Background: an optimization exercise with open tools, aiming at small area, a short achievable clock period and few clock cycles. Do not read the settings as production practice. At most, simulation tests tie the RTL to the original design; equivalence was not proved. Power figures rest on the tool's default switching activity, not on a simulated workload.

==> flow/design.v (excerpt) <==
module MyDesign (
    input  wire        dut_run,
    output reg         dut_busy,
    input  wire        reset_b,
    input  wire        clk,
    output wire        input_sram_write_enable,
    output wire [11:0] input_sram_write_addresss,
    output wire [15:0] input_sram_write_data,
    output wire [11:0] input_sram_read_address,
    input  wire [15:0] input_sram_read_data,
    output reg         output_sram_write_enable,
    output wire [11:0] output_sram_write_addresss,
    output wire [15:0] output_sram_write_data,
    output wire [11:0] output_sram_read_address,
    input  wire [15:0] output_sram_read_data,
    output wire        scratchpad_sram_write_enable,
    output wire [11:0] scratchpad_sram_write_addresss,
    output wire [15:0] scratchpad_sram_write_data,
    output wire [11:0] scratchpad_sram_read_address,
    input  wire [15:0] scratchpad_sram_read_data,
    output wire        weights_sram_write_enable,
    output wire [11:0] weights_sram_write_addresss,
    output wire [15:0] weights_sram_write_data,
    output wire [11:0] weights_sram_read_address,
    input  wire [15:0] weights_sram_read_data
);
  assign input_sram_write_enable = 1'b0;
  assign input_sram_write_addresss = 12'b0;
  assign input_sram_write_data = 16'b0;
  assign output_sram_read_address = 12'b0;
  assign scratchpad_sram_write_enable = 1'b0;
  assign scratchpad_sram_write_addresss = 12'b0;
  assign scratchpad_sram_write_data = 16'b0;
  assign scratchpad_sram_read_address = 12'b0;
  assign weights_sram_write_enable = 1'b0;
  assign weights_sram_write_addresss = 12'b0;
  ...
export LEC_CHECK = 0
export ABC_AREA = 1
export CAP_MARGIN = 20
export CORE_MARGIN = 2
export CORE_UTILIZATION = 40
export CTS_BUF_LIST = sky130_fd_sc_hd__clkbuf_8 sky130_fd_sc_hd__clkbuf_16
export CTS_CLUSTER_DIAMETER = 80
export CTS_CLUSTER_SIZE = 30
export SLEW_MARGIN = 20
export SYNTH_HIERARCHICAL = 1
export SYNTH_MINIMUM_KEEP_SIZE = 0
create_clock -name core_clock -period 11.0 [get_ports {clk}]
standard.sh (not shown) runs the stock make flow with config.mk's settings and CLKGATE_MAP_FILE= SYNTH_SCRIPT=/design/flow/synth_recipe.tcl, a recipe that flattens the netlist after the stock synthesis.
==> flow/flow/run.sh <==
#!/bin/bash
# Layout: the standard ORFS flow (standard.sh, unchanged synthesis),
# with repair_timing asked to keep a setup margin of 7.9 ns on the design's
# 11 ns clock, and the port buffers made as buf_2 cells.
# Each ORFS step writes its full log under orfs/logs; make's output goes to
# standard.log.
set -o pipefail
bash standard.sh SETUP_SLACK_MARGIN=7.9 "BUFFER_PORTS_ARGS=-buffer_cell sky130_fd_sc_hd__buf_2" finish > standard.log 2>&1
Then changed:
==> flow/flow/run.sh (replaced) <==
#!/bin/bash
# Layout: the standard ORFS flow (standard.sh, unchanged synthesis),
# with repair_timing asked to keep a setup margin of 7.6 ns on the design's
# 11 ns clock, and the port buffers made as buf_2 cells.
# Each ORFS step writes its full log under orfs/logs; make's output goes to
# standard.log.
set -o pipefail
bash standard.sh SETUP_SLACK_MARGIN=7.6 "BUFFER_PORTS_ARGS=-buffer_cell sky130_fd_sc_hd__buf_2" finish > standard.log 2>&1
After rerunning: Global-route usage shrinks by 0.49 points; total power fell by a few percent; worst hold slack loses 0.0091 ns; clock skew grows by 0.019 ns.
No run of this note included a check of the RTL's function; only the layout flow was run.

## the baseline
MyDesign again, from the RTL that the note above started with.
export LEC_CHECK = 0
export ABC_AREA = 1
export CAP_MARGIN = 20
export CORE_MARGIN = 2
export CORE_UTILIZATION = 65
export CTS_BUF_LIST = sky130_fd_sc_hd__clkbuf_8 sky130_fd_sc_hd__clkbuf_16
export CTS_CLUSTER_DIAMETER = 80
export CTS_CLUSTER_SIZE = 30
export SLEW_MARGIN = 20
export SYNTH_HIERARCHICAL = 1
export SYNTH_MINIMUM_KEEP_SIZE = 0
create_clock -name core_clock -period 11.0 [get_ports {clk}]
==> flow/flow/run.sh <==
#!/bin/bash
# Layout: the standard ORFS flow (standard.sh, unchanged synthesis),
# with repair_timing asked to keep a setup margin of 7.6 ns on the design's
# 11 ns clock, and the port buffers made as buf_2 cells.
# Each ORFS step writes its full log under orfs/logs; make's output goes to
# standard.log.
set -o pipefail
bash standard.sh SETUP_SLACK_MARGIN=7.6 "BUFFER_PORTS_ARGS=-buffer_cell sky130_fd_sc_hd__buf_2" finish > standard.log 2>&1
[inputs] the candidate vs the baseline
diff --git a/flow/config.mk b/flow/config.mk
--- a/flow/config.mk
+++ b/flow/config.mk
@@ -11 +11 @@
-export CORE_UTILIZATION = 65
+export CORE_UTILIZATION = 55
- Per the comparison of the candidate with the baseline, layout buffering overhead excluding clock cells moved up; total power -1.9%; first-iteration DRC count fell by 26%.
- The baseline was routed with more vias than the candidate.
No run of this note included a check of the RTL's function; only the layout flow was run.

## v26
Another version of the RTL of MyDesign (not shown whole).
Size in the first run: roughly 430 flip-flops, ~230 I/O pins, about 28000 um2 of cells after synthesis.
// MyDesign
module MyDesign (
    input  wire        dut_run,
    output reg         dut_busy,
    input  wire        reset_b,
    input  wire        clk,
    output wire        input_sram_write_enable,
    output wire [11:0] input_sram_write_addresss,
    output wire [15:0] input_sram_write_data,
    output wire [11:0] input_sram_read_address,
    input  wire [15:0] input_sram_read_data,
    output reg         output_sram_write_enable,
    output wire [11:0] output_sram_write_addresss,
    output wire [15:0] output_sram_write_data,
    output wire [11:0] output_sram_read_address,
    input  wire [15:0] output_sram_read_data,
    output wire        scratchpad_sram_write_enable,
    output wire [11:0] scratchpad_sram_write_addresss,
    output wire [15:0] scratchpad_sram_write_data,
    output wire [11:0] scratchpad_sram_read_address,
    input  wire [15:0] scratchpad_sram_read_data,
    output wire        weights_sram_write_enable,
    output wire [11:0] weights_sram_write_addresss,
    output wire [15:0] weights_sram_write_data,
    output wire [11:0] weights_sram_read_address,
    input  wire [15:0] weights_sram_read_data
);
Settings: LEC_CHECK=0, ABC_AREA=1, CAP_MARGIN=20, CORE_MARGIN=2, CORE_UTILIZATION=55, CTS_BUF_LIST=sky130_fd_sc_hd__clkbuf_8, CTS_CLUSTER_DIAMETER=60, CTS_CLUSTER_SIZE=20, SLEW_MARGIN=20, SYNTH_HIERARCHICAL=1, SYNTH_MINIMUM_KEEP_SIZE=0; clock period 11.0 ns.
Scripts as last shown in full above: flow/flow/run.sh
v26: full flow OK, the timing, design-rule and antenna checks passed
Testbench counts of v26, summed over its fixed seeds: cycles 13,944.
For v8, these inputs were changed with respect to v26:
Settings: a change of CORE_UTILIZATION from 55 to 65; a change of CTS_CLUSTER_SIZE from 20 to 30; a change of CTS_CLUSTER_DIAMETER from 60 to 80; a change of CTS_BUF_LIST from sky130_fd_sc_hd__clkbuf_8 to sky130_fd_sc_hd__clkbuf_8 sky130_fd_sc_hd__clkbuf_16.
==> comparison <==
Overall routed net length: v8 vs v26 up about 0.45%. v8 gives more peak per-stage delay on the critical path than v26 did. Relative to v26, the final-layout worst hold slack of v8 is higher by 0.0055 ns. Of v8 and v26, the run reporting the higher die area was v26. The required time of the worst setup path in v8 sits 2.67 ns above the value recorded for v26. Comparing clock power share for v8 and v26, the bigger number came from v8. The core of v8 is more densely filled than that of v26.
For v45, these inputs were changed with respect to v8:
Settings: CORE_UTILIZATION changed from 65 to 55.
--- outcome ---
v45 vs v8: number of cell rows up by a little under 10%
Diff v45..v8 | worst hold slack | negligible
In v45, the clock-buffer cell count came out about 4% below the value in v8.
flip-flop to flip-flop as the type of the worst setup path was reported by v8, and flip-flop to output port by v45.
The more densely filled core belongs to v8, not v45.
Looking only at top fanout value on the critical path, and setting everything else aside, the lower value of v8 and v45 goes to v45.
Diff v8 -> v45: met2 track utilization from global routing went down, detailed-route via count moved down, sum of met2 wire segment lengths after detailed routing now smaller, leakage power of the design closely matched the old numbers, clock transition time at the flip-flop clock pins of the worst setup and hold paths closely matched the old numbers.
### v45 -> v28
==> flow/flow/run.sh <==
#!/bin/bash
# Layout: the standard ORFS flow (standard.sh, unchanged synthesis),
# with repair_timing asked to keep a setup margin of 7.4 ns on the design's
# 11 ns clock, and the port buffers made as buf_2 cells.
# Each ORFS step writes its full log under orfs/logs; make's output goes to
# standard.log.
set -o pipefail
bash standard.sh SETUP_SLACK_MARGIN=7.4 "BUFFER_PORTS_ARGS=-buffer_cell sky130_fd_sc_hd__buf_2" finish > standard.log 2>&1
Results
- Compared with v45, v28 shows a lower inverter count of the layout excluding clock inverters.
- Number of antenna violations at the first check in global routing in v28 is 1 higher than in v45
- Re global-route usage: v45 was higher than v28.
- Clock skew: v45 vs v28 — no meaningful difference
- v28 and v45 ended up with roughly the same final net count.
- Re relative slew slack: v45 and v28 aren't equal, and the lower value belongs to v28.
- Combinational power delta (v45 -> v28): insignificant
- On clock network fraction of total power, v28 tracks v45 almost exactly.
- Going from v45 to v28, portion of the layout cell area used by non-clock buffers dropped 0.17 points; routed length on met2 dropped about 1.2%.

== run 1 ==
Another version of the RTL of MyDesign (not shown whole).
For scale: ~2700 cells after synthesis, about 440 flip-flops, about 230 I/O pins, roughly 28000 sq um of cells after synthesis.
Design MyDesign, start of the top module:
module MyDesign (
    input  wire        dut_run,
    output reg         dut_busy,
    input  wire        reset_b,
    input  wire        clk,
    output wire        input_sram_write_enable,
    output wire [11:0] input_sram_write_addresss,
    output wire [15:0] input_sram_write_data,
    output wire [11:0] input_sram_read_address,
    input  wire [15:0] input_sram_read_data,
    output reg         output_sram_write_enable,
    output wire [11:0] output_sram_write_addresss,
    output wire [15:0] output_sram_write_data,
    output wire [11:0] output_sram_read_address,
    input  wire [15:0] output_sram_read_data,
    output wire        scratchpad_sram_write_enable,
    output wire [11:0] scratchpad_sram_write_addresss,
    output wire [15:0] scratchpad_sram_write_data,
    output wire [11:0] scratchpad_sram_read_address,
    input  wire [15:0] scratchpad_sram_read_data,
    output wire        weights_sram_write_enable,
    output wire [11:0] weights_sram_write_addresss,
    output wire [15:0] weights_sram_write_data,
    output wire [11:0] weights_sram_read_address,
    input  wire [15:0] weights_sram_read_data
);
clock: 11.0 ns
lec_check: 0
abc_area: 1
cap_margin: 20
core_margin: 2
core_utilization: 40
cts_buf_list: sky130_fd_sc_hd__clkbuf_4 sky130_fd_sc_hd__clkbuf_8
slew_margin: 20
synth_hierarchical: 1
synth_minimum_keep_size: 0
run.sh (not shown) runs the stock make flow with config.mk's settings and CLKGATE_MAP_FILE= SYNTH_SCRIPT=/design/flow/synth_recipe.tcl, a recipe that flattens the netlist after the stock synthesis.
Stock flow here: none of the scripts above is used.
Changes in run 2 relative to run 1:
Settings: removing CTS_BUF_LIST (formerly sky130_fd_sc_hd__clkbuf_4 sky130_fd_sc_hd__clkbuf_8); changing SLEW_MARGIN from 20 to 65.
--- outcome ---
Run 2 completed end to end with timing, DRC and antenna clean.
Run 1: all stages complete, timing, DRC and antenna checks passed
Internal cell power deteriorates in run 2 relative to run 1.
The higher post-detailed-route via-to-cell ratio came out of run 2.
sky130_fd_sc_hd__fa_1 as the slowest cell on the critical path was reported by run 2, and sky130_fd_sc_hd__mux2i_1 by run 1.
Area growth from synthesis to final layout, run 1 and run 2, higher one = run 2.
Against run 1, run 2 comes in 0.85 points lower on sequential fraction of total cell area.
## Diff of input files: run 3 against run 2
==> flow/flow/run.sh (new file) <==
#!/bin/bash
# Layout: the standard ORFS flow (standard.sh, unchanged synthesis),
# with repair_timing asked to keep a setup margin of 7.3 ns on the design's
# 11 ns clock, and the port buffers made as buf_2 cells.
# Each ORFS step writes its full log under orfs/logs; make's output goes to
# standard.log.
set -o pipefail
bash standard.sh SETUP_SLACK_MARGIN=7.3 "BUFFER_PORTS_ARGS=-buffer_cell sky130_fd_sc_hd__buf_2" finish > standard.log 2>&1
==> flow/standard.sh (new file) <==
#!/bin/bash
# synth_recipe.tcl (not shown) runs the flow's synth.tcl, then flattens the netlist and writes it again
# the make line also repeats each setting of config.mk as NAME=value (left out here)
make -C /OpenROAD-flow-scripts/flow DESIGN_CONFIG=/design/flow/config.mk WORK_HOME=/design/flow/orfs CLKGATE_MAP_FILE= SYNTH_SCRIPT=/design/flow/synth_recipe.tcl "${@:-finish}"
removed: flow/run.sh
Findings:
- Run 3 has synthesis-to-finish area growth above what run 2 had.
- On cell area, the higher figure sits with run 3, not run 2.
- Measured against each other, run 2 and run 3 differ in fmax, the higher figure coming from run 3.
- | global routing met3 resource utilization | run 3 vs run 2 | 0.63 points higher |
- Of run 2 and run 3, the run reporting the lower net switching power figure was run 3.
- The arrival time of data at the critical path endpoint of run 3 falls short of that of run 2 by 0.22 ns.
--- input diff run 3..run 4 ---
Settings: changing SLEW_MARGIN from 65 to 20.
==> flow/run.sh (new file) <==
#!/bin/bash
# synth_recipe.tcl (not shown) runs the flow's synth.tcl, then flattens the netlist and writes it again
# the make line also repeats each setting of config.mk as NAME=value (left out here)
make -C /OpenROAD-flow-scripts/flow DESIGN_CONFIG=/design/flow/config.mk WORK_HOME=/design/flow/orfs CLKGATE_MAP_FILE= SYNTH_SCRIPT=/design/flow/synth_recipe.tcl finish
removed: flow/flow/run.sh
removed: flow/standard.sh
### Flow results
Run 4 vs run 3: largest fanout on the critical path up. Looking only at placed cell count, and setting everything else aside, the higher value of run 3 and run 4 goes to run 3. Via count normalized by instance count (run 4 vs. run 3) increases slightly. Between run 3 and run 4, design area is higher for run 3, run 4 comes in under that. In run 4, the share of the clock period used by the worst path came out 8.3 points above the value in run 3. Run 4 vs. run 3: post-route worst setup slack decreased 0.91 ns, post-synthesis share of cell area spent on full adders, half adders and majority gates essentially unchanged, quantity of gates resized following cts decreased 3. Clock-buffer cell count, run 4 vs run 3: down by more than 10%.
diff inputs: run 4 => run 5
Settings: SLEW_MARGIN: 20 -> 65.
==> flow/flow/run.sh (new file) <==
#!/bin/bash
# Layout: the standard ORFS flow (standard.sh, unchanged synthesis),
# with repair_timing asked to keep a setup margin of 7.7 ns on the design's
# 11 ns clock, and the port buffers made as buf_2 cells.
# Each ORFS step writes its full log under orfs/logs; make's output goes to
# standard.log.
set -o pipefail
bash standard.sh SETUP_SLACK_MARGIN=7.7 "BUFFER_PORTS_ARGS=-buffer_cell sky130_fd_sc_hd__buf_2" finish > standard.log 2>&1
==> flow/standard.sh (new file) <==
#!/bin/bash
# synth_recipe.tcl (not shown) runs the flow's synth.tcl, then flattens the netlist and writes it again
# the make line also repeats each setting of config.mk as NAME=value (left out here)
make -C /OpenROAD-flow-scripts/flow DESIGN_CONFIG=/design/flow/config.mk WORK_HOME=/design/flow/orfs CLKGATE_MAP_FILE= SYNTH_SCRIPT=/design/flow/synth_recipe.tcl "${@:-finish}"
removed: flow/run.sh
--- outcome ---
Result: PASS for each of run 4 and run 5. Run 4 → run 5: worst-case vdd ir drop shrank by 2.1%, number of placed instances, taps included increased by about 1.4% relative to the old numbers, setup slack after layout went up by 0.97 ns. From run 4 to run 5 the numbers moved as follows: number of fill cells in the layout went down about 1.8%, proportion of cell area occupied by multi-input gates went down 0.70 points, final cell count without fillers went up 176. Of run 4 and run 5, the lower met1 usage belongs to run 5. Against run 4, run 5 comes in 0.0046 ns higher on final setup skew. Run 5 vs run 4, global-route wire length before repair went up by 2.3%. Looking at critical path endpoint, the r586$_DFF_P_ result is from run 4; the r570$_DFF_P_ one comes from run 5. Summary of run 5 over run 4: maximum frequency increased about 27%, total chip power climbed about 2%.
Function was not checked in any run of this note: the RTL went through the layout flow alone.

port drivers added, routing unchanged:
In the flow no input, the clock included, has a driving cell. The finished layouts below were timed again as built, in two steps.
Step 1 sets driving cells, clkbuf_16 on the clock port and buf_2 on the other inputs (assumed; they add their load-dependent delay and slew).
Step 2 moves the port delays by t, midway between the first and last clock arrival at a register: inputs arrive t later, outputs are due t later. That takes back most of the time a late clock gives input paths.
Three values: ideal ports, drivers, drivers and shift; two values: the first two.
| run | t, ns | slack for setup (ns) | hold WS [ns] |
|---|---|---|---|
| the first run of note 1 | 0.659 | 7.679 / 7.615 / 7.443 | 0.359 / 0.359 / 0.359 |
| the second run of note 1 | 0.667 | 7.519 / 7.519 / 7.285 | 0.350 / 0.350 / 0.350 |
| the baseline | 0.639 | 7.589 / 7.589 / 7.175 | 0.354 / 0.354 / 0.354 |
| the candidate | 0.661 | 7.578 / 7.578 / 7.282 | 0.351 / 0.351 / 0.351 |
| v26 | 0.714 | 7.486 / 7.429 / 7.203 | 0.350 / 0.350 / 0.350 |
| v8 | 0.639 | 7.546 / 7.546 / 7.229 | 0.356 / 0.356 / 0.356 |
| v45 | 0.643 | 7.556 / 7.497 / 7.263 | 0.354 / 0.354 / 0.354 |
| v28 | 0.642 | 7.431 / 7.414 / 7.188 | 0.354 / 0.354 / 0.354 |
| run 1 | 0.726 | 6.380 / 6.380 / 6.188 | 0.347 / 0.347 / 0.347 |
| run 2 | 0.651 | 7.078 / 7.078 / 7.078 | 0.345 / 0.345 / 0.345 |
| run 3 | 0.653 | 7.317 / 7.317 / 7.317 | 0.345 / 0.345 / 0.345 |
| run 4 | 0.661 | 6.408 / 6.408 / 6.138 | 0.343 / 0.343 / 0.343 |
| run 5 | 0.653 | 7.375 / 7.375 / 7.375 | 0.341 / 0.341 / 0.341 |
After both steps setup and hold are still met in every run listed. The setup slack of the baseline, which loses most, moves by 0.000 ns with the drivers and by -0.414 ns with both steps.
